Source: an optimization exercise on an open RTL-to-GDS flow (aim: small area and a short achievable clock period). Production flows keep margins and buffers that such runs may drop.
Only the layout flow was run in this run; the RTL was not checked for function there.
No activity file was given, so power comes from the tool's default toggle rates.

--- flow/standard.sh ---
#!/bin/bash
# synth_recipe.tcl (not shown) runs the flow's synth.tcl, then flattens the netlist and writes it again
# the make line also repeats each setting of config.mk as NAME=value (left out here)
make -C /OpenROAD-flow-scripts/flow DESIGN_CONFIG=/design/flow/config.mk WORK_HOME=/design/flow/orfs CLKGATE_MAP_FILE= SYNTH_SCRIPT=/design/flow/synth_recipe.tcl "${@:-finish}"
--- flow/constraint.sdc ---
create_clock -name core_clock -period 6.5 [get_ports {clk}]
set_input_delay 1.3000 -clock core_clock [delete_from_list [all_inputs] [get_ports {clk}]]
set_output_delay 1.3000 -clock core_clock [all_outputs]
set_load 0.01 [all_outputs]
--- flow/flow/run.sh ---
#!/bin/bash
# Own layout flow: the standard flow (standard.sh, unchanged synthesis), with the
# port buffers that global placement inserts made sky130_fd_sc_hd__buf_1 instead of the
# default delay buffer.  Each tool's output goes to a log file in this folder.
set -euo pipefail
export BUFFER_PORTS_ARGS="-buffer_cell sky130_fd_sc_hd__buf_1"
bash standard.sh > standard.log 2>&1
--- flow/design.v ---
module sad_8_2_arch1(clk,reset,org0,org1,org2,org3,org4,org5,org6,org7,
                               ref0,ref1,ref2,ref3,ref4,ref5,ref6,ref7,final_sum);
input          clk,reset;
input   [7:0]  ref0,ref1,ref2,ref3,ref4,ref5,ref6,ref7;
input   [7:0]  org0,org1,org2,org3,org4,org5,org6,org7;
output  [15:0] final_sum;
  wire [7:0] x0; wire B0;
  wire [7:0] p0;
  assign p0 = org0 ^ ref0;
  wire q0_G1, q0_P2;
  assign q0_G1 = (~org0[1] & ref0[1]) | (~p0[1] & (~org0[0] & ref0[0]));
  assign q0_P2 = ~p0[1] & ~p0[0];
  wire q0_G3, q0_P4;
  assign q0_G3 = (~org0[3] & ref0[3]) | (~p0[3] & (~org0[2] & ref0[2]));
  assign q0_P4 = ~p0[3] & ~p0[2];
  wire q0_G5, q0_P6;
  assign q0_G5 = (~org0[5] & ref0[5]) | (~p0[5] & (~org0[4] & ref0[4]));
  assign q0_P6 = ~p0[5] & ~p0[4];
  wire q0_G7, q0_P8;
  assign q0_G7 = (~org0[7] & ref0[7]) | (~p0[7] & (~org0[6] & ref0[6]));
  assign q0_P8 = ~p0[7] & ~p0[6];
  wire q0_G9, q0_P10;
  assign q0_G9 = (~org0[2] & ref0[2]) | (~p0[2] & q0_G1);
  assign q0_P10 = ~p0[2] & q0_P2;
  wire q0_G11, q0_P12;
  assign q0_G11 = q0_G3 | (q0_P4 & q0_G1);
  assign q0_P12 = q0_P4 & q0_P2;
  wire q0_G13, q0_P14;
  assign q0_G13 = (~org0[6] & ref0[6]) | (~p0[6] & q0_G5);
  assign q0_P14 = ~p0[6] & q0_P6;
  wire q0_G15, q0_P16;
  assign q0_G15 = q0_G7 | (q0_P8 & q0_G5);
  assign q0_P16 = q0_P8 & q0_P6;
  wire q0_G17, q0_P18;
  assign q0_G17 = (~org0[4] & ref0[4]) | (~p0[4] & q0_G11);
  assign q0_P18 = ~p0[4] & q0_P12;
  wire q0_G19, q0_P20;
  assign q0_G19 = q0_G5 | (q0_P6 & q0_G11);
  assign q0_P20 = q0_P6 & q0_P12;
  wire q0_G21, q0_P22;
  assign q0_G21 = q0_G13 | (q0_P14 & q0_G11);
  assign q0_P22 = q0_P14 & q0_P12;
  wire q0_G23, q0_P24;
  assign q0_G23 = q0_G15 | (q0_P16 & q0_G11);
  assign q0_P24 = q0_P16 & q0_P12;
  wire [8:0] b0 = {q0_G23, q0_G21, q0_G19, q0_G17, q0_G11, q0_G9, q0_G1, (~org0[0] & ref0[0]), 1'b0};
  assign B0 = b0[8];
  assign x0[0] = p0[0] ^ b0[0] ^ B0;
  assign x0[1] = p0[1] ^ b0[1] ^ B0;
  assign x0[2] = p0[2] ^ b0[2] ^ B0;
  assign x0[3] = p0[3] ^ b0[3] ^ B0;
  assign x0[4] = p0[4] ^ b0[4] ^ B0;
  assign x0[5] = p0[5] ^ b0[5] ^ B0;
  assign x0[6] = p0[6] ^ b0[6] ^ B0;
  assign x0[7] = p0[7] ^ b0[7] ^ B0;
  wire e0 = B0;
  wire [7:0] x1; wire B1;
  wire [7:0] p1;
  assign p1 = org1 ^ ref1;
  wire q1_G25, q1_P26;
  assign q1_G25 = (~org1[1] & ref1[1]) | (~p1[1] & (~org1[0] & ref1[0]));
  assign q1_P26 = ~p1[1] & ~p1[0];
  wire q1_G27, q1_P28;
  assign q1_G27 = (~org1[3] & ref1[3]) | (~p1[3] & (~org1[2] & ref1[2]));
  assign q1_P28 = ~p1[3] & ~p1[2];
  wire q1_G29, q1_P30;
  assign q1_G29 = (~org1[5] & ref1[5]) | (~p1[5] & (~org1[4] & ref1[4]));
  assign q1_P30 = ~p1[5] & ~p1[4];
  wire q1_G31, q1_P32;
  assign q1_G31 = (~org1[7] & ref1[7]) | (~p1[7] & (~org1[6] & ref1[6]));
  assign q1_P32 = ~p1[7] & ~p1[6];
  wire q1_G33, q1_P34;
  assign q1_G33 = (~org1[2] & ref1[2]) | (~p1[2] & q1_G25);
  assign q1_P34 = ~p1[2] & q1_P26;
  wire q1_G35, q1_P36;
  assign q1_G35 = q1_G27 | (q1_P28 & q1_G25);
  assign q1_P36 = q1_P28 & q1_P26;
  wire q1_G37, q1_P38;
  assign q1_G37 = (~org1[6] & ref1[6]) | (~p1[6] & q1_G29);
  assign q1_P38 = ~p1[6] & q1_P30;
  wire q1_G39, q1_P40;
  assign q1_G39 = q1_G31 | (q1_P32 & q1_G29);
  assign q1_P40 = q1_P32 & q1_P30;
  wire q1_G41, q1_P42;
  assign q1_G41 = (~org1[4] & ref1[4]) | (~p1[4] & q1_G35);
  assign q1_P42 = ~p1[4] & q1_P36;
  wire q1_G43, q1_P44;
  assign q1_G43 = q1_G29 | (q1_P30 & q1_G35);
  assign q1_P44 = q1_P30 & q1_P36;
  wire q1_G45, q1_P46;
  assign q1_G45 = q1_G37 | (q1_P38 & q1_G35);
  assign q1_P46 = q1_P38 & q1_P36;
  wire q1_G47, q1_P48;
  assign q1_G47 = q1_G39 | (q1_P40 & q1_G35);
  assign q1_P48 = q1_P40 & q1_P36;
  wire [8:0] b1 = {q1_G47, q1_G45, q1_G43, q1_G41, q1_G35, q1_G33, q1_G25, (~org1[0] & ref1[0]), 1'b0};
  assign B1 = b1[8];
  assign x1[0] = p1[0] ^ b1[0] ^ (B1 & (1'b0));
  assign x1[1] = p1[1] ^ b1[1] ^ B1;
  assign x1[2] = p1[2] ^ b1[2] ^ B1;
  assign x1[3] = p1[3] ^ b1[3] ^ B1;
  assign x1[4] = p1[4] ^ b1[4] ^ B1;
  assign x1[5] = p1[5] ^ b1[5] ^ B1;
  assign x1[6] = p1[6] ^ b1[6] ^ B1;
  assign x1[7] = p1[7] ^ b1[7] ^ B1;
  wire e1 = B1 & ~(p1[0]);
  wire [7:0] x2; wire B2;
  wire [7:0] p2;
  assign p2 = org2 ^ ref2;
  wire q2_G49, q2_P50;
  assign q2_G49 = (~org2[1] & ref2[1]) | (~p2[1] & (~org2[0] & ref2[0]));
  assign q2_P50 = ~p2[1] & ~p2[0];
  wire q2_G51, q2_P52;
  assign q2_G51 = (~org2[3] & ref2[3]) | (~p2[3] & (~org2[2] & ref2[2]));
  assign q2_P52 = ~p2[3] & ~p2[2];
  wire q2_G53, q2_P54;
  assign q2_G53 = (~org2[5] & ref2[5]) | (~p2[5] & (~org2[4] & ref2[4]));
  assign q2_P54 = ~p2[5] & ~p2[4];
  wire q2_G55, q2_P56;
  assign q2_G55 = (~org2[7] & ref2[7]) | (~p2[7] & (~org2[6] & ref2[6]));
  assign q2_P56 = ~p2[7] & ~p2[6];
  wire q2_G57, q2_P58;
  assign q2_G57 = (~org2[2] & ref2[2]) | (~p2[2] & q2_G49);
  assign q2_P58 = ~p2[2] & q2_P50;
  wire q2_G59, q2_P60;
  assign q2_G59 = q2_G51 | (q2_P52 & q2_G49);
  assign q2_P60 = q2_P52 & q2_P50;
  wire q2_G61, q2_P62;
  assign q2_G61 = (~org2[6] & ref2[6]) | (~p2[6] & q2_G53);
  assign q2_P62 = ~p2[6] & q2_P54;
  wire q2_G63, q2_P64;
  assign q2_G63 = q2_G55 | (q2_P56 & q2_G53);
  assign q2_P64 = q2_P56 & q2_P54;
  wire q2_G65, q2_P66;
  assign q2_G65 = (~org2[4] & ref2[4]) | (~p2[4] & q2_G59);
  assign q2_P66 = ~p2[4] & q2_P60;
  wire q2_G67, q2_P68;
  assign q2_G67 = q2_G53 | (q2_P54 & q2_G59);
  assign q2_P68 = q2_P54 & q2_P60;
  wire q2_G69, q2_P70;
  assign q2_G69 = q2_G61 | (q2_P62 & q2_G59);
  assign q2_P70 = q2_P62 & q2_P60;
  wire q2_G71, q2_P72;
  assign q2_G71 = q2_G63 | (q2_P64 & q2_G59);
  assign q2_P72 = q2_P64 & q2_P60;
  wire [8:0] b2 = {q2_G71, q2_G69, q2_G67, q2_G65, q2_G59, q2_G57, q2_G49, (~org2[0] & ref2[0]), 1'b0};
  assign B2 = b2[8];
  assign x2[0] = p2[0] ^ b2[0] ^ (B2 & (1'b0));
  assign x2[1] = p2[1] ^ b2[1] ^ (B2 & (p2[0]));
  assign x2[2] = p2[2] ^ b2[2] ^ B2;
  assign x2[3] = p2[3] ^ b2[3] ^ B2;
  assign x2[4] = p2[4] ^ b2[4] ^ B2;
  assign x2[5] = p2[5] ^ b2[5] ^ B2;
  assign x2[6] = p2[6] ^ b2[6] ^ B2;
  assign x2[7] = p2[7] ^ b2[7] ^ B2;
  wire e2 = B2 & ~(p2[0] | p2[1]);
  wire [7:0] x3; wire B3;
  wire [7:0] p3;
  assign p3 = org3 ^ ref3;
  wire q3_G73, q3_P74;
  assign q3_G73 = (~org3[1] & ref3[1]) | (~p3[1] & (~org3[0] & ref3[0]));
  assign q3_P74 = ~p3[1] & ~p3[0];
  wire q3_G75, q3_P76;
  assign q3_G75 = (~org3[3] & ref3[3]) | (~p3[3] & (~org3[2] & ref3[2]));
  assign q3_P76 = ~p3[3] & ~p3[2];
  wire q3_G77, q3_P78;
  assign q3_G77 = (~org3[5] & ref3[5]) | (~p3[5] & (~org3[4] & ref3[4]));
  assign q3_P78 = ~p3[5] & ~p3[4];
  wire q3_G79, q3_P80;
  assign q3_G79 = (~org3[7] & ref3[7]) | (~p3[7] & (~org3[6] & ref3[6]));
  assign q3_P80 = ~p3[7] & ~p3[6];
  wire q3_G81, q3_P82;
  assign q3_G81 = (~org3[2] & ref3[2]) | (~p3[2] & q3_G73);
  assign q3_P82 = ~p3[2] & q3_P74;
  wire q3_G83, q3_P84;
  assign q3_G83 = q3_G75 | (q3_P76 & q3_G73);
  assign q3_P84 = q3_P76 & q3_P74;
  wire q3_G85, q3_P86;
  assign q3_G85 = (~org3[6] & ref3[6]) | (~p3[6] & q3_G77);
  assign q3_P86 = ~p3[6] & q3_P78;
  wire q3_G87, q3_P88;
  assign q3_G87 = q3_G79 | (q3_P80 & q3_G77);
  assign q3_P88 = q3_P80 & q3_P78;
  wire q3_G89, q3_P90;
  assign q3_G89 = (~org3[4] & ref3[4]) | (~p3[4] & q3_G83);
  assign q3_P90 = ~p3[4] & q3_P84;
  wire q3_G91, q3_P92;
  assign q3_G91 = q3_G77 | (q3_P78 & q3_G83);
  assign q3_P92 = q3_P78 & q3_P84;
  wire q3_G93, q3_P94;
  assign q3_G93 = q3_G85 | (q3_P86 & q3_G83);
  assign q3_P94 = q3_P86 & q3_P84;
  wire q3_G95, q3_P96;
  assign q3_G95 = q3_G87 | (q3_P88 & q3_G83);
  assign q3_P96 = q3_P88 & q3_P84;
  wire [8:0] b3 = {q3_G95, q3_G93, q3_G91, q3_G89, q3_G83, q3_G81, q3_G73, (~org3[0] & ref3[0]), 1'b0};
  assign B3 = b3[8];
  assign x3[0] = p3[0] ^ b3[0] ^ (B3 & (1'b0));
  assign x3[1] = p3[1] ^ b3[1] ^ (B3 & (p3[0]));
  assign x3[2] = p3[2] ^ b3[2] ^ (B3 & (p3[0] | p3[1]));
  assign x3[3] = p3[3] ^ b3[3] ^ B3;
  assign x3[4] = p3[4] ^ b3[4] ^ B3;
  assign x3[5] = p3[5] ^ b3[5] ^ B3;
  assign x3[6] = p3[6] ^ b3[6] ^ B3;
  assign x3[7] = p3[7] ^ b3[7] ^ B3;
  wire e3 = B3 & ~(p3[0] | p3[1] | p3[2]);
  wire [7:0] x4; wire B4;
  wire [7:0] p4;
  assign p4 = org4 ^ ref4;
  wire q4_G97, q4_P98;
  assign q4_G97 = (~org4[1] & ref4[1]) | (~p4[1] & (~org4[0] & ref4[0]));
  assign q4_P98 = ~p4[1] & ~p4[0];
  wire q4_G99, q4_P100;
  assign q4_G99 = (~org4[3] & ref4[3]) | (~p4[3] & (~org4[2] & ref4[2]));
  assign q4_P100 = ~p4[3] & ~p4[2];
  wire q4_G101, q4_P102;
  assign q4_G101 = (~org4[5] & ref4[5]) | (~p4[5] & (~org4[4] & ref4[4]));
  assign q4_P102 = ~p4[5] & ~p4[4];
  wire q4_G103, q4_P104;
  assign q4_G103 = (~org4[7] & ref4[7]) | (~p4[7] & (~org4[6] & ref4[6]));
  assign q4_P104 = ~p4[7] & ~p4[6];
  wire q4_G105, q4_P106;
  assign q4_G105 = (~org4[2] & ref4[2]) | (~p4[2] & q4_G97);
  assign q4_P106 = ~p4[2] & q4_P98;
  wire q4_G107, q4_P108;
  assign q4_G107 = q4_G99 | (q4_P100 & q4_G97);
  assign q4_P108 = q4_P100 & q4_P98;
  wire q4_G109, q4_P110;
  assign q4_G109 = (~org4[6] & ref4[6]) | (~p4[6] & q4_G101);
  assign q4_P110 = ~p4[6] & q4_P102;
  wire q4_G111, q4_P112;
  assign q4_G111 = q4_G103 | (q4_P104 & q4_G101);
  assign q4_P112 = q4_P104 & q4_P102;
  wire q4_G113, q4_P114;
  assign q4_G113 = (~org4[4] & ref4[4]) | (~p4[4] & q4_G107);
  assign q4_P114 = ~p4[4] & q4_P108;
  wire q4_G115, q4_P116;
  assign q4_G115 = q4_G101 | (q4_P102 & q4_G107);
  assign q4_P116 = q4_P102 & q4_P108;
  wire q4_G117, q4_P118;
  assign q4_G117 = q4_G109 | (q4_P110 & q4_G107);
  assign q4_P118 = q4_P110 & q4_P108;
  wire q4_G119, q4_P120;
  assign q4_G119 = q4_G111 | (q4_P112 & q4_G107);
  assign q4_P120 = q4_P112 & q4_P108;
  wire [8:0] b4 = {q4_G119, q4_G117, q4_G115, q4_G113, q4_G107, q4_G105, q4_G97, (~org4[0] & ref4[0]), 1'b0};
  assign B4 = b4[8];
  assign x4[0] = p4[0] ^ b4[0] ^ (B4 & (1'b0));
  assign x4[1] = p4[1] ^ b4[1] ^ (B4 & (p4[0]));
  assign x4[2] = p4[2] ^ b4[2] ^ (B4 & (p4[0] | p4[1]));
  assign x4[3] = p4[3] ^ b4[3] ^ (B4 & (p4[0] | p4[1] | p4[2]));
  assign x4[4] = p4[4] ^ b4[4] ^ B4;
  assign x4[5] = p4[5] ^ b4[5] ^ B4;
  assign x4[6] = p4[6] ^ b4[6] ^ B4;
  assign x4[7] = p4[7] ^ b4[7] ^ B4;
  wire e4 = B4 & ~(p4[0] | p4[1] | p4[2] | p4[3]);
  wire [7:0] x5; wire B5;
  wire [7:0] p5;
  assign p5 = org5 ^ ref5;
  wire q5_G121, q5_P122;
  assign q5_G121 = (~org5[1] & ref5[1]) | (~p5[1] & (~org5[0] & ref5[0]));
  assign q5_P122 = ~p5[1] & ~p5[0];
  wire q5_G123, q5_P124;
  assign q5_G123 = (~org5[3] & ref5[3]) | (~p5[3] & (~org5[2] & ref5[2]));
  assign q5_P124 = ~p5[3] & ~p5[2];
  wire q5_G125, q5_P126;
  assign q5_G125 = (~org5[5] & ref5[5]) | (~p5[5] & (~org5[4] & ref5[4]));
  assign q5_P126 = ~p5[5] & ~p5[4];
  wire q5_G127, q5_P128;
  assign q5_G127 = (~org5[7] & ref5[7]) | (~p5[7] & (~org5[6] & ref5[6]));
  assign q5_P128 = ~p5[7] & ~p5[6];
  wire q5_G129, q5_P130;
  assign q5_G129 = (~org5[2] & ref5[2]) | (~p5[2] & q5_G121);
  assign q5_P130 = ~p5[2] & q5_P122;
  wire q5_G131, q5_P132;
  assign q5_G131 = q5_G123 | (q5_P124 & q5_G121);
  assign q5_P132 = q5_P124 & q5_P122;
  wire q5_G133, q5_P134;
  assign q5_G133 = (~org5[6] & ref5[6]) | (~p5[6] & q5_G125);
  assign q5_P134 = ~p5[6] & q5_P126;
  wire q5_G135, q5_P136;
  assign q5_G135 = q5_G127 | (q5_P128 & q5_G125);
  assign q5_P136 = q5_P128 & q5_P126;
  wire q5_G137, q5_P138;
  assign q5_G137 = (~org5[4] & ref5[4]) | (~p5[4] & q5_G131);
  assign q5_P138 = ~p5[4] & q5_P132;
  wire q5_G139, q5_P140;
  assign q5_G139 = q5_G125 | (q5_P126 & q5_G131);
  assign q5_P140 = q5_P126 & q5_P132;
  wire q5_G141, q5_P142;
  assign q5_G141 = q5_G133 | (q5_P134 & q5_G131);
  assign q5_P142 = q5_P134 & q5_P132;
  wire q5_G143, q5_P144;
  assign q5_G143 = q5_G135 | (q5_P136 & q5_G131);
  assign q5_P144 = q5_P136 & q5_P132;
  wire [8:0] b5 = {q5_G143, q5_G141, q5_G139, q5_G137, q5_G131, q5_G129, q5_G121, (~org5[0] & ref5[0]), 1'b0};
  assign B5 = b5[8];
  assign x5[0] = p5[0] ^ b5[0] ^ (B5 & (1'b0));
  assign x5[1] = p5[1] ^ b5[1] ^ (B5 & (p5[0]));
  assign x5[2] = p5[2] ^ b5[2] ^ (B5 & (p5[0] | p5[1]));
  assign x5[3] = p5[3] ^ b5[3] ^ (B5 & (p5[0] | p5[1] | p5[2]));
  assign x5[4] = p5[4] ^ b5[4] ^ (B5 & (p5[0] | p5[1] | p5[2] | p5[3]));
  assign x5[5] = p5[5] ^ b5[5] ^ B5;
  assign x5[6] = p5[6] ^ b5[6] ^ B5;
  assign x5[7] = p5[7] ^ b5[7] ^ B5;
  wire e5 = B5 & ~(p5[0] | p5[1] | p5[2] | p5[3] | p5[4]);
  wire [7:0] x6; wire B6;
  wire [7:0] p6;
  assign p6 = org6 ^ ref6;
  wire q6_G145, q6_P146;
  assign q6_G145 = (~org6[1] & ref6[1]) | (~p6[1] & (~org6[0] & ref6[0]));
  assign q6_P146 = ~p6[1] & ~p6[0];
  wire q6_G147, q6_P148;
  assign q6_G147 = (~org6[3] & ref6[3]) | (~p6[3] & (~org6[2] & ref6[2]));
  assign q6_P148 = ~p6[3] & ~p6[2];
  wire q6_G149, q6_P150;
  assign q6_G149 = (~org6[5] & ref6[5]) | (~p6[5] & (~org6[4] & ref6[4]));
  assign q6_P150 = ~p6[5] & ~p6[4];
  wire q6_G151, q6_P152;
  assign q6_G151 = (~org6[7] & ref6[7]) | (~p6[7] & (~org6[6] & ref6[6]));
  assign q6_P152 = ~p6[7] & ~p6[6];
  wire q6_G153, q6_P154;
  assign q6_G153 = (~org6[2] & ref6[2]) | (~p6[2] & q6_G145);
  assign q6_P154 = ~p6[2] & q6_P146;
  wire q6_G155, q6_P156;
  assign q6_G155 = q6_G147 | (q6_P148 & q6_G145);
  assign q6_P156 = q6_P148 & q6_P146;
  wire q6_G157, q6_P158;
  assign q6_G157 = (~org6[6] & ref6[6]) | (~p6[6] & q6_G149);
  assign q6_P158 = ~p6[6] & q6_P150;
  wire q6_G159, q6_P160;
  assign q6_G159 = q6_G151 | (q6_P152 & q6_G149);
  assign q6_P160 = q6_P152 & q6_P150;
  wire q6_G161, q6_P162;
  assign q6_G161 = (~org6[4] & ref6[4]) | (~p6[4] & q6_G155);
  assign q6_P162 = ~p6[4] & q6_P156;
  wire q6_G163, q6_P164;
  assign q6_G163 = q6_G149 | (q6_P150 & q6_G155);
  assign q6_P164 = q6_P150 & q6_P156;
  wire q6_G165, q6_P166;
  assign q6_G165 = q6_G157 | (q6_P158 & q6_G155);
  assign q6_P166 = q6_P158 & q6_P156;
  wire q6_G167, q6_P168;
  assign q6_G167 = q6_G159 | (q6_P160 & q6_G155);
  assign q6_P168 = q6_P160 & q6_P156;
  wire [8:0] b6 = {q6_G167, q6_G165, q6_G163, q6_G161, q6_G155, q6_G153, q6_G145, (~org6[0] & ref6[0]), 1'b0};
  assign B6 = b6[8];
  assign x6[0] = p6[0] ^ b6[0] ^ (B6 & (1'b0));
  assign x6[1] = p6[1] ^ b6[1] ^ (B6 & (p6[0]));
  assign x6[2] = p6[2] ^ b6[2] ^ (B6 & (p6[0] | p6[1]));
  assign x6[3] = p6[3] ^ b6[3] ^ (B6 & (p6[0] | p6[1] | p6[2]));
  assign x6[4] = p6[4] ^ b6[4] ^ (B6 & (p6[0] | p6[1] | p6[2] | p6[3]));
  assign x6[5] = p6[5] ^ b6[5] ^ (B6 & (p6[0] | p6[1] | p6[2] | p6[3] | p6[4]));
  assign x6[6] = p6[6] ^ b6[6] ^ B6;
  assign x6[7] = p6[7] ^ b6[7] ^ B6;
  wire e6 = B6 & ~(p6[0] | p6[1] | p6[2] | p6[3] | p6[4] | p6[5]);
  wire [7:0] x7; wire B7;
  wire [7:0] p7;
  assign p7 = org7 ^ ref7;
  wire q7_G169, q7_P170;
  assign q7_G169 = (~org7[1] & ref7[1]) | (~p7[1] & (~org7[0] & ref7[0]));
  assign q7_P170 = ~p7[1] & ~p7[0];
  wire q7_G171, q7_P172;
  assign q7_G171 = (~org7[3] & ref7[3]) | (~p7[3] & (~org7[2] & ref7[2]));
  assign q7_P172 = ~p7[3] & ~p7[2];
  wire q7_G173, q7_P174;
  assign q7_G173 = (~org7[5] & ref7[5]) | (~p7[5] & (~org7[4] & ref7[4]));
  assign q7_P174 = ~p7[5] & ~p7[4];
  wire q7_G175, q7_P176;
  assign q7_G175 = (~org7[7] & ref7[7]) | (~p7[7] & (~org7[6] & ref7[6]));
  assign q7_P176 = ~p7[7] & ~p7[6];
  wire q7_G177, q7_P178;
  assign q7_G177 = (~org7[2] & ref7[2]) | (~p7[2] & q7_G169);
  assign q7_P178 = ~p7[2] & q7_P170;
  wire q7_G179, q7_P180;
  assign q7_G179 = q7_G171 | (q7_P172 & q7_G169);
  assign q7_P180 = q7_P172 & q7_P170;
  wire q7_G181, q7_P182;
  assign q7_G181 = (~org7[6] & ref7[6]) | (~p7[6] & q7_G173);
  assign q7_P182 = ~p7[6] & q7_P174;
  wire q7_G183, q7_P184;
  assign q7_G183 = q7_G175 | (q7_P176 & q7_G173);
  assign q7_P184 = q7_P176 & q7_P174;
  wire q7_G185, q7_P186;
  assign q7_G185 = (~org7[4] & ref7[4]) | (~p7[4] & q7_G179);
  assign q7_P186 = ~p7[4] & q7_P180;
  wire q7_G187, q7_P188;
  assign q7_G187 = q7_G173 | (q7_P174 & q7_G179);
  assign q7_P188 = q7_P174 & q7_P180;
  wire q7_G189, q7_P190;
  assign q7_G189 = q7_G181 | (q7_P182 & q7_G179);
  assign q7_P190 = q7_P182 & q7_P180;
  wire q7_G191, q7_P192;
  assign q7_G191 = q7_G183 | (q7_P184 & q7_G179);
  assign q7_P192 = q7_P184 & q7_P180;
  wire [8:0] b7 = {q7_G191, q7_G189, q7_G187, q7_G185, q7_G179, q7_G177, q7_G169, (~org7[0] & ref7[0]), 1'b0};
  assign B7 = b7[8];
  assign x7[0] = p7[0] ^ b7[0] ^ (B7 & (1'b0));
  assign x7[1] = p7[1] ^ b7[1] ^ (B7 & (p7[0]));
  assign x7[2] = p7[2] ^ b7[2] ^ (B7 & (p7[0] | p7[1]));
  assign x7[3] = p7[3] ^ b7[3] ^ (B7 & (p7[0] | p7[1] | p7[2]));
  assign x7[4] = p7[4] ^ b7[4] ^ (B7 & (p7[0] | p7[1] | p7[2] | p7[3]));
  assign x7[5] = p7[5] ^ b7[5] ^ (B7 & (p7[0] | p7[1] | p7[2] | p7[3] | p7[4]));
  assign x7[6] = p7[6] ^ b7[6] ^ (B7 & (p7[0] | p7[1] | p7[2] | p7[3] | p7[4] | p7[5]));
  assign x7[7] = p7[7] ^ b7[7] ^ B7;
  wire e7 = B7 & ~(p7[0] | p7[1] | p7[2] | p7[3] | p7[4] | p7[5] | p7[6]);
  wire as193, ac194;
  assign as193 = e0 ^ x0[0] ^ x1[0];
  assign ac194 = (e0 & x0[0]) | (x1[0] & (e0 ^ x0[0]));
  wire as195, ac196;
  assign as195 = x2[0] ^ x3[0];
  assign ac196 = x2[0] & x3[0];
  wire as197, ac198;
  assign as197 = e1 ^ x0[1] ^ x1[1];
  assign ac198 = (e1 & x0[1]) | (x1[1] & (e1 ^ x0[1]));
  wire as199, ac200;
  assign as199 = x2[1] ^ x3[1] ^ x4[1];
  assign ac200 = (x2[1] & x3[1]) | (x4[1] & (x2[1] ^ x3[1]));
  wire as201, ac202;
  assign as201 = x5[1] ^ x6[1];
  assign ac202 = x5[1] & x6[1];
  wire as203, ac204;
  assign as203 = e2 ^ x0[2] ^ x1[2];
  assign ac204 = (e2 & x0[2]) | (x1[2] & (e2 ^ x0[2]));
  wire as205, ac206;
  assign as205 = x2[2] ^ x3[2] ^ x4[2];
  assign ac206 = (x2[2] & x3[2]) | (x4[2] & (x2[2] ^ x3[2]));
  wire as207, ac208;
  assign as207 = x5[2] ^ x6[2] ^ x7[2];
  assign ac208 = (x5[2] & x6[2]) | (x7[2] & (x5[2] ^ x6[2]));
  wire as209, ac210;
  assign as209 = e3 ^ x0[3] ^ x1[3];
  assign ac210 = (e3 & x0[3]) | (x1[3] & (e3 ^ x0[3]));
  wire as211, ac212;
  assign as211 = x2[3] ^ x3[3] ^ x4[3];
  assign ac212 = (x2[3] & x3[3]) | (x4[3] & (x2[3] ^ x3[3]));
  wire as213, ac214;
  assign as213 = x5[3] ^ x6[3] ^ x7[3];
  assign ac214 = (x5[3] & x6[3]) | (x7[3] & (x5[3] ^ x6[3]));
  wire as215, ac216;
  assign as215 = e4 ^ x0[4] ^ x1[4];
  assign ac216 = (e4 & x0[4]) | (x1[4] & (e4 ^ x0[4]));
  wire as217, ac218;
  assign as217 = x2[4] ^ x3[4] ^ x4[4];
  assign ac218 = (x2[4] & x3[4]) | (x4[4] & (x2[4] ^ x3[4]));
  wire as219, ac220;
  assign as219 = x5[4] ^ x6[4] ^ x7[4];
  assign ac220 = (x5[4] & x6[4]) | (x7[4] & (x5[4] ^ x6[4]));
  wire as221, ac222;
  assign as221 = e5 ^ x0[5] ^ x1[5];
  assign ac222 = (e5 & x0[5]) | (x1[5] & (e5 ^ x0[5]));
  wire as223, ac224;
  assign as223 = x2[5] ^ x3[5] ^ x4[5];
  assign ac224 = (x2[5] & x3[5]) | (x4[5] & (x2[5] ^ x3[5]));
  wire as225, ac226;
  assign as225 = x5[5] ^ x6[5] ^ x7[5];
  assign ac226 = (x5[5] & x6[5]) | (x7[5] & (x5[5] ^ x6[5]));
  wire as227, ac228;
  assign as227 = e6 ^ x0[6] ^ x1[6];
  assign ac228 = (e6 & x0[6]) | (x1[6] & (e6 ^ x0[6]));
  wire as229, ac230;
  assign as229 = x2[6] ^ x3[6] ^ x4[6];
  assign ac230 = (x2[6] & x3[6]) | (x4[6] & (x2[6] ^ x3[6]));
  wire as231, ac232;
  assign as231 = x5[6] ^ x6[6] ^ x7[6];
  assign ac232 = (x5[6] & x6[6]) | (x7[6] & (x5[6] ^ x6[6]));
  wire as233, ac234;
  assign as233 = e7 ^ x0[7] ^ x1[7];
  assign ac234 = (e7 & x0[7]) | (x1[7] & (e7 ^ x0[7]));
  wire as235, ac236;
  assign as235 = x2[7] ^ x3[7] ^ x4[7];
  assign ac236 = (x2[7] & x3[7]) | (x4[7] & (x2[7] ^ x3[7]));
  wire as237, ac238;
  assign as237 = x5[7] ^ x6[7] ^ x7[7];
  assign ac238 = (x5[7] & x6[7]) | (x7[7] & (x5[7] ^ x6[7]));
  wire as239, ac240;
  assign as239 = x4[0] ^ x5[0] ^ x6[0];
  assign ac240 = (x4[0] & x5[0]) | (x6[0] & (x4[0] ^ x5[0]));
  wire as241, ac242;
  assign as241 = x7[1] ^ ac196 ^ as201;
  assign ac242 = (x7[1] & ac196) | (as201 & (x7[1] ^ ac196));
  wire as243, ac244;
  assign as243 = ac194 ^ as197;
  assign ac244 = ac194 & as197;
  wire as245, ac246;
  assign as245 = ac202 ^ ac198 ^ ac200;
  assign ac246 = (ac202 & ac198) | (ac200 & (ac202 ^ ac198));
  wire as247, ac248;
  assign as247 = as203 ^ as205 ^ as207;
  assign ac248 = (as203 & as205) | (as207 & (as203 ^ as205));
  wire as249, ac250;
  assign as249 = ac204 ^ ac206 ^ ac208;
  assign ac250 = (ac204 & ac206) | (ac208 & (ac204 ^ ac206));
  wire as251, ac252;
  assign as251 = as209 ^ as211 ^ as213;
  assign ac252 = (as209 & as211) | (as213 & (as209 ^ as211));
  wire as253, ac254;
  assign as253 = ac210 ^ ac212 ^ ac214;
  assign ac254 = (ac210 & ac212) | (ac214 & (ac210 ^ ac212));
  wire as255, ac256;
  assign as255 = as215 ^ as217 ^ as219;
  assign ac256 = (as215 & as217) | (as219 & (as215 ^ as217));
  wire as257, ac258;
  assign as257 = ac216 ^ ac218 ^ ac220;
  assign ac258 = (ac216 & ac218) | (ac220 & (ac216 ^ ac218));
  wire as259, ac260;
  assign as259 = as221 ^ as223 ^ as225;
  assign ac260 = (as221 & as223) | (as225 & (as221 ^ as223));
  wire as261, ac262;
  assign as261 = ac222 ^ ac224 ^ ac226;
  assign ac262 = (ac222 & ac224) | (ac226 & (ac222 ^ ac224));
  wire as263, ac264;
  assign as263 = as227 ^ as229 ^ as231;
  assign ac264 = (as227 & as229) | (as231 & (as227 ^ as229));
  wire as265, ac266;
  assign as265 = ac228 ^ ac230 ^ ac232;
  assign ac266 = (ac228 & ac230) | (ac232 & (ac228 ^ ac230));
  wire as267, ac268;
  assign as267 = as233 ^ as235 ^ as237;
  assign ac268 = (as233 & as235) | (as237 & (as233 ^ as235));
  wire as269, ac270;
  assign as269 = ac234 ^ ac236;
  assign ac270 = ac234 & ac236;
  wire as271, ac272;
  assign as271 = x7[0] ^ as195;
  assign ac272 = x7[0] & as195;
  wire as273, ac274;
  assign as273 = ac240 ^ as199 ^ as241;
  assign ac274 = (ac240 & as199) | (as241 & (ac240 ^ as199));
  wire as275, ac276;
  assign as275 = ac244 ^ ac242 ^ as245;
  assign ac276 = (ac244 & ac242) | (as245 & (ac244 ^ ac242));
  wire as277, ac278;
  assign as277 = ac246 ^ as249 ^ ac248;
  assign ac278 = (ac246 & as249) | (ac248 & (ac246 ^ as249));
  wire as279, ac280;
  assign as279 = ac250 ^ as253 ^ ac252;
  assign ac280 = (ac250 & as253) | (ac252 & (ac250 ^ as253));
  wire as281, ac282;
  assign as281 = ac254 ^ as257 ^ ac256;
  assign ac282 = (ac254 & as257) | (ac256 & (ac254 ^ as257));
  wire as283, ac284;
  assign as283 = ac258 ^ as261 ^ ac260;
  assign ac284 = (ac258 & as261) | (ac260 & (ac258 ^ as261));
  wire as285, ac286;
  assign as285 = ac262 ^ as265 ^ ac264;
  assign ac286 = (ac262 & as265) | (ac264 & (ac262 ^ as265));
  wire as287, ac288;
  assign as287 = ac238 ^ as269 ^ ac266;
  assign ac288 = (ac238 & as269) | (ac266 & (ac238 ^ as269));
  reg p0_0, p0_1, p0_2, p1_0, p1_1, p1_2, p2_0, p2_1, p2_2, p3_0, p3_1, p3_2, p4_0, p4_1, p4_2, p5_0, p5_1, p5_2, p6_0, p6_1, p6_2, p7_0, p7_1, p7_2, p8_0, p8_1, p8_2, p9_0, p9_1;
  reg reset_l;
  always @(posedge clk) begin
    p0_0 <= as271;
    p0_1 <= as193;
    p0_2 <= as239;
    p1_0 <= ac272;
    p1_1 <= as273;
    p1_2 <= as243;
    p2_0 <= ac274;
    p2_1 <= as275;
    p2_2 <= as247;
    p3_0 <= ac276;
    p3_1 <= as277;
    p3_2 <= as251;
    p4_0 <= ac278;
    p4_1 <= as279;
    p4_2 <= as255;
    p5_0 <= ac280;
    p5_1 <= as281;
    p5_2 <= as259;
    p6_0 <= ac282;
    p6_1 <= as283;
    p6_2 <= as263;
    p7_0 <= ac284;
    p7_1 <= as285;
    p7_2 <= as267;
    p8_0 <= ac286;
    p8_1 <= as287;
    p8_2 <= ac268;
    p9_0 <= ac288;
    p9_1 <= ac270;
    reset_l <= reset;
  end
  reg [15:0] sum_reg;
  wire bs289, bc290;
  assign bs289 = p0_0 ^ p0_1;
  assign bc290 = p0_0 & p0_1;
  wire bs291, bc292;
  assign bs291 = p1_0 ^ p1_1 ^ p1_2;
  assign bc292 = (p1_0 & p1_1) | (p1_2 & (p1_0 ^ p1_1));
  wire bs293, bc294;
  assign bs293 = p2_0 ^ p2_1 ^ p2_2;
  assign bc294 = (p2_0 & p2_1) | (p2_2 & (p2_0 ^ p2_1));
  wire bs295, bc296;
  assign bs295 = p3_0 ^ p3_1 ^ p3_2;
  assign bc296 = (p3_0 & p3_1) | (p3_2 & (p3_0 ^ p3_1));
  wire bs297, bc298;
  assign bs297 = p4_0 ^ p4_1 ^ p4_2;
  assign bc298 = (p4_0 & p4_1) | (p4_2 & (p4_0 ^ p4_1));
  wire bs299, bc300;
  assign bs299 = p5_0 ^ p5_1 ^ p5_2;
  assign bc300 = (p5_0 & p5_1) | (p5_2 & (p5_0 ^ p5_1));
  wire bs301, bc302;
  assign bs301 = p6_0 ^ p6_1 ^ p6_2;
  assign bc302 = (p6_0 & p6_1) | (p6_2 & (p6_0 ^ p6_1));
  wire bs303, bc304;
  assign bs303 = p7_0 ^ p7_1 ^ p7_2;
  assign bc304 = (p7_0 & p7_1) | (p7_2 & (p7_0 ^ p7_1));
  wire bs305, bc306;
  assign bs305 = p8_0 ^ p8_1 ^ p8_2;
  assign bc306 = (p8_0 & p8_1) | (p8_2 & (p8_0 ^ p8_1));
  wire bs307, bc308;
  assign bs307 = p9_0 ^ p9_1;
  assign bc308 = p9_0 & p9_1;
  wire bs309, bc310;
  assign bs309 = p0_2 ^ sum_reg[0];
  assign bc310 = p0_2 & sum_reg[0];
  wire bs311, bc312;
  assign bs311 = sum_reg[1] ^ bc290 ^ bs291;
  assign bc312 = (sum_reg[1] & bc290) | (bs291 & (sum_reg[1] ^ bc290));
  wire bs313, bc314;
  assign bs313 = sum_reg[2] ^ bc292 ^ bs293;
  assign bc314 = (sum_reg[2] & bc292) | (bs293 & (sum_reg[2] ^ bc292));
  wire bs315, bc316;
  assign bs315 = sum_reg[3] ^ bc294 ^ bs295;
  assign bc316 = (sum_reg[3] & bc294) | (bs295 & (sum_reg[3] ^ bc294));
  wire bs317, bc318;
  assign bs317 = sum_reg[4] ^ bc296 ^ bs297;
  assign bc318 = (sum_reg[4] & bc296) | (bs297 & (sum_reg[4] ^ bc296));
  wire bs319, bc320;
  assign bs319 = sum_reg[5] ^ bc298 ^ bs299;
  assign bc320 = (sum_reg[5] & bc298) | (bs299 & (sum_reg[5] ^ bc298));
  wire bs321, bc322;
  assign bs321 = sum_reg[6] ^ bc300 ^ bs301;
  assign bc322 = (sum_reg[6] & bc300) | (bs301 & (sum_reg[6] ^ bc300));
  wire bs323, bc324;
  assign bs323 = sum_reg[7] ^ bc302 ^ bs303;
  assign bc324 = (sum_reg[7] & bc302) | (bs303 & (sum_reg[7] ^ bc302));
  wire bs325, bc326;
  assign bs325 = sum_reg[8] ^ bc304 ^ bs305;
  assign bc326 = (sum_reg[8] & bc304) | (bs305 & (sum_reg[8] ^ bc304));
  wire bs327, bc328;
  assign bs327 = sum_reg[9] ^ bs307 ^ bc306;
  assign bc328 = (sum_reg[9] & bs307) | (bc306 & (sum_reg[9] ^ bs307));
  wire bs329, bc330;
  assign bs329 = sum_reg[10] ^ bc308;
  assign bc330 = sum_reg[10] & bc308;
  wire [15:0] ra = {1'b0, sum_reg[14], sum_reg[13], sum_reg[12], bc330, bc328, bc326, bc324, bc322, bc320, bc318, bc316, bc314, bc312, bc310, bs309};
  wire [15:0] rb = {1'b0, 1'b0, 1'b0, 1'b0, sum_reg[11], bs329, bs327, bs325, bs323, bs321, bs319, bs317, bs315, bs313, bs311, bs289};
  wire [15:0] nsum;
  wire k0;
  assign {k0, nsum[3:0]} = {1'b0, ra[3:0]} + {1'b0, rb[3:0]};
  wire [3:0] s0_1, s1_1; wire c0_1, c1_1, k1;
  assign {c0_1, s0_1} = {1'b0, ra[7:4]} + {1'b0, rb[7:4]};
  assign {c1_1, s1_1} = {1'b0, ra[7:4]} + {1'b0, rb[7:4]} + 1'b1;
  assign nsum[7:4] = k0 ? s1_1 : s0_1;
  assign k1 = k0 ? c1_1 : c0_1;
  wire [3:0] s0_2, s1_2; wire c0_2, c1_2, k2;
  assign {c0_2, s0_2} = {1'b0, ra[11:8]} + {1'b0, rb[11:8]};
  assign {c1_2, s1_2} = {1'b0, ra[11:8]} + {1'b0, rb[11:8]} + 1'b1;
  assign nsum[11:8] = k1 ? s1_2 : s0_2;
  assign k2 = k1 ? c1_2 : c0_2;
  wire [3:0] s0_3, s1_3; wire c0_3, c1_3, k3;
  assign {c0_3, s0_3} = {1'b0, ra[15:12]} + {1'b0, rb[15:12]};
  assign {c1_3, s1_3} = {1'b0, ra[15:12]} + {1'b0, rb[15:12]} + 1'b1;
  assign nsum[15:12] = k2 ? s1_3 : s0_3;
  assign k3 = k2 ? c1_3 : c0_3;
  always @(posedge clk)
    if (reset_l) sum_reg <= 16'd0;
    else         sum_reg <= nsum;
  assign final_sum = sum_reg;
endmodule
--- flow/config.mk ---
export PLATFORM = sky130hd
export DESIGN_NAME = sad_8_2_arch1
export DESIGN_NICKNAME = sad_8_2_arch1
export VERILOG_FILES = /design/flow/design.v
export SDC_FILE = /design/flow/constraint.sdc
export NUM_CORES = 4
export LEC_CHECK = 0
export CAP_MARGIN = 20
export CORE_MARGIN = 2
export CORE_UTILIZATION = 40
export SETUP_SLACK_MARGIN = 2.0
export SLEW_MARGIN = 20
==> results.json <==
{
  "largest_register_ff_count": 16,
  "num_io_pins": 146,
  "routed_via_density": 4.494,
  "track_usage_pct": 16.56,
  "synth_edf_count": 0,
  "synth_area_sq_um": 6605,
  "route.detailed.drc": 0,
  "status": "complete, no violations",
  "grt-ovfl-total": 0,
  "ctsHoldBuffers": 0,
  "insertedDiodeCount": 0,
  "syn_nets": 1032,
  "drt_pass1_iterations": 5,
  "row_count": 46,
  "yosysSeqAreaShare_pct": 13.94,
  "antenna_left": 0,
  "synth_async_sr_flop_share_pct": 0,
  "rsz0062_at_grt": "true",
  "cts-buffers-inserted": 5,
  "wl_per_cell_um": 12.65,
  "crit_fanout": 6,
  "ctsRootBufferMaster": "clkbuf_16",
  "final-hold-violation-count": 0,
  "setup_viol": 0,
  "postLayoutCellArea_sq_um": 8005,
  "synth_commonest_cells": "inv_1 (190), fa_1 (86), ha_1 (86)",
  "ys.flop_type": "dfxtp_1",
  "clkTransAtPathRegs_ps": 60,
  "netlist-cell-type-count": 44,
  "cp_data_arrival_time_ps": 4560,
  "worstPathRequired_ps": 6660,
  "ys_top_cells_by_area": "fa_1 (26%), ha_1 (16%), dfxtp_1 (14%), inv_1 (11%), xnor2_1 (7.8%)",
  "slew_violations": 0,
  "antenna_found_initial": 0,
  "tightest_slew_ps": 609.7,
  "hold_path_class": "register to register",
  "fin_skew_ps": 6.548,
  "start_kind": "primary input",
  "critical_path.max_stage_delay_ps": 490,
  "cts-htree-levels": 2,
  "p_leak_nw": 3.863,
  "area_delta_synth_final_pct": 21.20,
  "place.gp.congestion": 0.8688,
  "final_core_util_pct": 50.03,
  "worstSetupEndpointType": "register",
  "die_area_sq_um": 17560,
  "chipWidth_um": 132.5,
  "vias": 4979,
  "ys_warn_count": 1,
  "power_per_cell_area_nw_per_um2": 462.7,
  "nNetsFinal": 1193,
  "cp_num_buf_inv": 4,
  "path_class": "primary input to register",
  "crit_chain": "buf_1 > inv_1 > ha_2 > inv_2 > fa_2 > nor2b_2 > o21a_1 > o21a_1 > o21ai_4 > a32oi_2 > buf_6 > o21ai_4 > xnor2_2 > fa_2 > fa_2 > fa_1",
  "fmax_mhz": 227.2,
  "clockBufferDepth": 2,
  "postPlaceCellArea_sq_um": 7442,
  "period_needed_ps": 4402,
  "critPathTopFamily": "adder cells",
  "cts_sinks": 46,
  "grt_pass1_wl_um": 23560,
  "die_h_um": 132.5,
  "drt_iter0_markers": 135,
  "io_buffers": 145,
  "hpwlAfterDp_um": 12490,
  "grt_max_degree": 19,
  "yosys.area.top_type_share_pct": 26.07,
  "fin_crit_sh_pct": 67.72,
  "syn_inst": 730,
  "worst_path_max_delay_cell": "fa_2",
  "path_common_cell": "fa_2",
  "finalSetupTns_ps": 0,
  "insertion_delay_ps": 280,
  "avgSynthCellArea_sq_um": 9.048,
  "max-slew-margin-rel_pct": 59.30,
  "cap_violations": 0,
  "synth-seq-cells": 46,
  "grt_pass1_vias": 5084,
  "initial_utilization_pct": 41.28,
  "synth_most_common_cell": "inv_1",
  "drive_gt1_share_pct": 10.20,
  "totalWireLength_um": 14020,
  "yosysTopAreaCell": "fa_1",
  "core_sq_um": 16000,
  "ir_worst_vdd_mv": 0.3941,
  "cts_tree": "yes"
}
[per-layer routing]
metal | wire [um] | track usage (%)
met1 | 6251 | 21.18
met2 | 7100 | 29.94
met3 | 429 | 1.648
met4 | 240 | 4.182
met5 | 0 | 0
[what timing repair did]
| action | in CTS | in global routing |
|---|---|---|
| gates resized for setup | 9 | 65 |
| buffers inserted | 6 | 6 |
| pin swaps | 7 | 31 |
| setup endpoints to repair | 11 | 14 |
[cells in the final DEF (no fill, tap or decap), types with 7 or more instances in the layout]
| cell type | netlist | final |
|---|---|---|
| a21oi_1 | 36 | 35 |
| buf_1 | 0 | 145 |
| buf_4 | 0 | 8 |
| dfxtp_1 | 46 | 46 |
| fa_1 | 86 | 67 |
| fa_2 | 0 | 19 |
| ha_1 | 86 | 85 |
| inv_1 | 190 | 183 |
| inv_2 | 0 | 7 |
| mux2i_1 | 13 | 13 |
| nand2_1 | 27 | 24 |
| nand2b_1 | 7 | 7 |
| nand3_1 | 8 | 7 |
| nor2_1 | 36 | 36 |
| nor2b_1 | 18 | 16 |
| o21a_1 | 15 | 15 |
| xnor2_1 | 59 | 52 |
| xnor2_2 | 1 | 7 |
| xor2_1 | 23 | 22 |
[path summary, 6_finish.rpt]
path | start | endpoint | slack, ps | cells past startpoint
worst max-delay path | org5[0] | p5_1$_DFF_P_ | 2100 | 16
worst min-delay path | sum_reg[13]$_SDFFE_PP0P_ | sum_reg[13]$_SDFFE_PP0P_ | 510 | 2
worst max register to register | p4_0$_DFF_P_ | sum_reg[14]$_SDFFE_PP0P_ | 2700 | 13
worst min register to register | sum_reg[13]$_SDFFE_PP0P_ | sum_reg[13]$_SDFFE_PP0P_ | 510 | 2
[worst reg2reg max path, stage by stage, from the launching register on]
cell,delay [ps]
dfxtp_1,310
inv_1,50
fa_1,480
fa_1,490
inv_1,50
ha_1,200
fa_1,410
xor2_1,280
nand2_1,140
nor4_4,190
xnor2_2,220
and4_4,300
mux2_4,310
mux2_4,290
[power by group]
part	leakage, nW	internal [mW]	switching (mW)	total, mW
Clock	0.0842	0.182	0.109	0.291
Sequential	0.385	0.443	0.0542	0.498
Combinational	3.39	1.34	1.58	2.92
Total	3.86	1.96	1.74	3.70
[cell type report]
type | instances | area [sq um]
timing repair buffer | 157 | 666.9
tap | 216 | 270.3
sequential | 46 | 920.9
fill | 1594 | 7995
multi-input combinational | 491 | 5265
clock inverter | 3 | 43.79
clock buffer | 5 | 125.1
inverter | 190 | 713.2
[stage by stage]
stage | cells | power (mW) | worst slack (ps) | hold WS [ps]
after floorplan | 730 | 2.802 | 1997 | 516.3
after global placement | 1088 | 3.299 | 1481 | 508.6
after detailed placement | 1088 | 3.351 | 1456 | 514.2
after CTS | 1102 | 3.677 | 1993 | 523.7
after global routing | 1108 | 4.291 | 1952 | 554.2
final | 1108 | 3.704 | 2098 | 514.7
[cells by family (layout without fill, tap and decap cells)]
group	Yosys count	after routing	synth area share, %
xor gates and xnor gates	83	83	11.12
muxes	17	17	2.766
buffers and inverters	193	355	10.97
DFF	46	46	13.94
AOI/OAI and AO/OA	95	95	9.169
and+or+nand+nor	124	124	9.680
adders and majority gates	172	172	42.36

[separate check: timing with driven ports]
No port has a modelled driver above. Below, the same layout with a new extraction and two added sets of constraints. Step 1 sets driving cells, clkbuf_16 on the clock port and buf_2 on the other inputs (assumed; they add their load-dependent delay and slew). Step 2 times the ports against the registers' clock, not the clock port: input delays grow and output delays shrink by t, the midpoint of the rising clock arrivals with the driver on. Three values: ideal ports, drivers, drivers and shift; two values: the first two.
t (ns): 0.317
setup slack, ns: 2.098 / 2.111 / 1.794
worst register clock-pin slew, ns: 0.07 / 0.07
After both steps setup and hold are still met in this run. For this run, drivers alone change the setup slack by +0.013 ns; drivers and shift together by -0.304 ns.
